Background: an optimization exercise with open tools, aiming at small area, a short achievable clock period and few clock cycles. Do not read the settings as production practice. At most, simulation tests tie the RTL to the original design; equivalence was not proved.

## old
## nlp16af
module nlp16af(
    input   logic           i_clk,
    input   logic           i_rst_n,
    output  logic           o_wr,
    output  logic           o_rd,
    input   logic   [15:0]  i_bus,
    output  logic   [15:0]  o_bus,
    output  logic   [15:0]  o_address
);
Size: about 300 flip-flops, roughly 52 I/O pins, about 17000 um2 of cells after synthesis.
export LEC_CHECK = 0
export CAP_MARGIN = 60
export CORE_MARGIN = 2
export CORE_UTILIZATION = 40
export SLEW_MARGIN = 60
export SYNTH_HIERARCHICAL = 1
create_clock -name core_clock -period 12.0 [get_ports {i_clk}]
standard.sh (not shown) runs the stock make flow with config.mk's settings and CLKGATE_MAP_FILE= SYNTH_SCRIPT=/design/flow/synth_recipe.tcl, a recipe that flattens the netlist after the stock synthesis.
==> flow/flow/run.sh <==
#!/bin/bash
# Layout flow: the standard flow, with a faster buffer on each port.
set -o pipefail
export BUFFER_PORTS_ARGS="-buffer_cell sky130_fd_sc_hd__buf_4"
bash standard.sh > standard.log 2>&1
For new, these inputs were changed with respect to old:
--- a/flow/design.v
+++ b/flow/design.v
@@ -165,24 +165,23 @@
     logic   [3:0]   state, nstate;
     logic           xq, nxq;             
     logic           nxt, nnxt;           
     logic           mv;                  
     logic           ejd;                 
     logic           cmx, ncmx;           
     logic   [3:0]   nfa, nfb;            
     logic   [14:0]  sel_a, sel_b;        
     logic   [14:0]  nsel_a, nsel_b;
     logic           rd_q, nrd;           
     logic           wr_q, nwr;           
-    logic           nwrc;                
-    logic   [6:0]   wcq, nwc;            
+    logic           wrc_q, nwrc;         
     logic   [2:0]   asel, nasel;         
     logic           s_f1, s_f2, s_f3, s_r0, s_xs, s_mls, s_mpp, s_cm, s_wr0;
     assign s_f1  = state == ST_F1;
     assign s_f2  = state == ST_F2;
     assign s_f3  = state == ST_F3;
     assign s_r0  = state == ST_R0;
     assign s_xs  = state == ST_XS;
     assign s_mls = state == ST_MLS;
     assign s_mpp = state == ST_MPP;
     assign s_cm  = state == ST_CM;
     assign s_wr0 = state == ST_WR0;
@@ -339,68 +338,55 @@
                 nwrc = 1'b1;
                 if (s_f1) begin          
                     nrd = b_pop & (i_bus[3:0] != 4'hB);
                     nwr = b_push | (i_bus[3:0] == 4'hB);
                 end else begin           
                     nrd = is_pop & ~ra1_mem;
                     nwr = is_push | ra1_mem;
                 end
             end
             default: ;
         endcase
-        begin
-            logic [3:0] cf;
-            cf  = s_f1 ? i_bus[7:4] : ir1[7:4];
-            nwc = 7'h0;
-            if (nwr & nwrc) begin
-                case (cf[3:1])
-                    3'd4:    nwc[0 + cf[0]] = 1'b1;
-                    3'd6:    nwc[2 + cf[0]] = 1'b1;
-                    3'd7:    nwc[4 + cf[0]] = 1'b1;
-                    default: nwc[6]         = cf[0];
-                endcase
-            end
-        end
         case (nstate)
             ST_F1, ST_F2, ST_F3:    nasel = A_IP;
             ST_MLS:                 nasel = A_ADR;
             ST_MPP, ST_CM:          nasel = A_SP;
             default:                nasel = A_0;
         endcase
     end
     always_ff @(posedge i_clk) begin
         if (rst) begin
             state <= ST_F1;
             xq    <= 1'b0;
             nxt   <= 1'b0;
             mv    <= 1'b0;
             ejd   <= 1'b0;
             cmx   <= 1'b0;
             sel_a <= 15'h0;
             sel_b <= 15'h0;
             rd_q  <= 1'b1;
             wr_q  <= 1'b0;
-            wcq   <= 7'h0;
+            wrc_q <= 1'b0;
             asel  <= A_IP;
         end else begin
             state <= nstate;
             xq    <= nxq;
             nxt   <= nnxt;
             mv    <= s_r0;
             ejd   <= ej;
             cmx   <= ncmx;
             sel_a <= nsel_a;
             sel_b <= nsel_b;
             rd_q  <= nrd;
-            wr_q  <= nwr & ~nwrc;
-            wcq   <= nwc;
+            wr_q  <= nwr;
+            wrc_q <= nwrc;
             asel  <= nasel;
         end
     end
     logic   [15:0]  a, b;
     regsel rsa (.i_f(nfa), .i_mem_ok(s_r0), .o_sel(nsel_a));
     regsel rsb (.i_f(nfb), .i_mem_ok(s_r0), .o_sel(nsel_b));
     logic   [15:0]  pa0, pa1, pa2, pa3, a_bus;
     rport_p rpa (.i_sel(sel_a), .i_ir1(ir1), .i_ir2(ir2), .i_iv(iv), .i_ir3(ir3), .i_flag({fc, fs, 1'b0, fz}),
                 .i_a(r_a), .i_b(r_b), .i_c(r_c), .i_d(r_d), .i_e(r_e), .i_f(r_f),
                 .i_mem(mdr), .i_adr(adr), .i_ip(ip), .i_sp(sp), .o_n0(pa0), .o_n1(pa1), .o_n2(pa2), .o_n3(pa3));
     rport_f rfa (.i_n0(pa0), .i_n1(pa1), .i_n2(pa2), .i_n3(pa3), .o_data(a));
@@ -444,24 +430,23 @@
     logic           c_o, s_o, z_o;
     ALU alu (
         .i_a(a), .i_b(b), .i_t(t), .i_bpos(bpos), .i_bneg(bneg), .i_cin(cin), .i_arith(arith),
         .i_subdec(subdec), .i_logic(lgc), .i_left(left), .i_right(right), .i_rol(rol),
         .i_msb(sar), .i_ror(ror), .i_zero(rst),
         .o_res(res), .o_c(c_o), .o_s(s_o), .o_z(z_o)
     );
     logic   ld_mls, pop_ok;
     assign ld_mls = s_mls & e_ld & (e_ra1 != 4'hB);
     assign pop_ok = s_mpp & is_pop & cnd;
     assign o_rd   = rd_q;
-    assign o_wr   = wr_q | (wcq[0] & fc) | (wcq[1] & ~fc) | (wcq[2] & fz) | (wcq[3] & ~fz)
-                  | (wcq[4] & fs) | (wcq[5] & ~fs) | wcq[6];
+    assign o_wr   = wr_q & (~wrc_q | cnd);
     assign o_bus  = a_bus;
     assign o_address = ({16{asel[0]}} & ip) | ({16{asel[1]}} & adr) | ({16{asel[2]}} & sp);
     logic           ldsel, bsel;
     logic   [15:0]  wd;
     assign ldsel = ld_mls | (pop_ok & ~ra1_mem);
     assign bsel  = (ldsel | s_f2 | s_f3) & ~rst;
     assign wd    = res | (i_bus & {16{bsel}});       
     logic   [3:0]   wdest;
     logic           wen;
     assign wdest = x_adr ? 4'hC : (s_mls ? e_ra1 : ra1);
     assign wen   = x_ra1 | x_adr | ldsel;
### Flow results
new vs old — multi-input combinational cell count dropped by a few percent. Area of the die in new vs old: down 2.4%. Compared with old, new shows a synthesized cell count that is 2.1% lower. Compared with old, new ends up with a smaller final cell area. Number of sinks on the clock net delta for new relative to old: 6 lower. new completed end to end with timing, DRC and antenna clean. Relative to old, new degrades setup slack. Re routed wire length: new is 1.2 mm up on old. new: sequential cell count is 6 lower than what old reported. Area of combinational cells with multiple inputs: new < old. new: fill cell total of the finished layout is 4.1% lower than what old reported.
Testbench counts of new, summed over its fixed seeds: cycles 83,608.
Function not checked in old: the RTL went through the layout flow alone.

==> static timing again, ports no longer ideal <==
The results above use ideal ports. As a check the final layouts listed here were re-extracted and re-timed, cells and wires unchanged. Step 1 sets driving cells, clkbuf_16 on the clock port and buf_2 on the other inputs (assumed; they add their load-dependent delay and slew). Step 2 adds t to the input delays and takes it off the output delays; t is the mean of the earliest and latest rising clock arrival at the registers after step 1. Input paths then give back, and output paths get back, about the clock's delay inside the block. Three values: ideal ports, drivers, drivers and shift; two values: the first two.
run	shift t [ns]	setup slack, ns	hold slack, ns	clock arrival spread, ns	worst data-port slew with drivers (ns)
old	0.619	7.314 / 7.258 / 7.526	0.720 / 0.720 / 0.720	0.020 / 0.020	0.05
new	0.593	7.222 / 7.166 / 7.515	0.744 / 0.744 / 0.744	0.026 / 0.027	0.05
After both steps setup and hold are still met in every run listed.
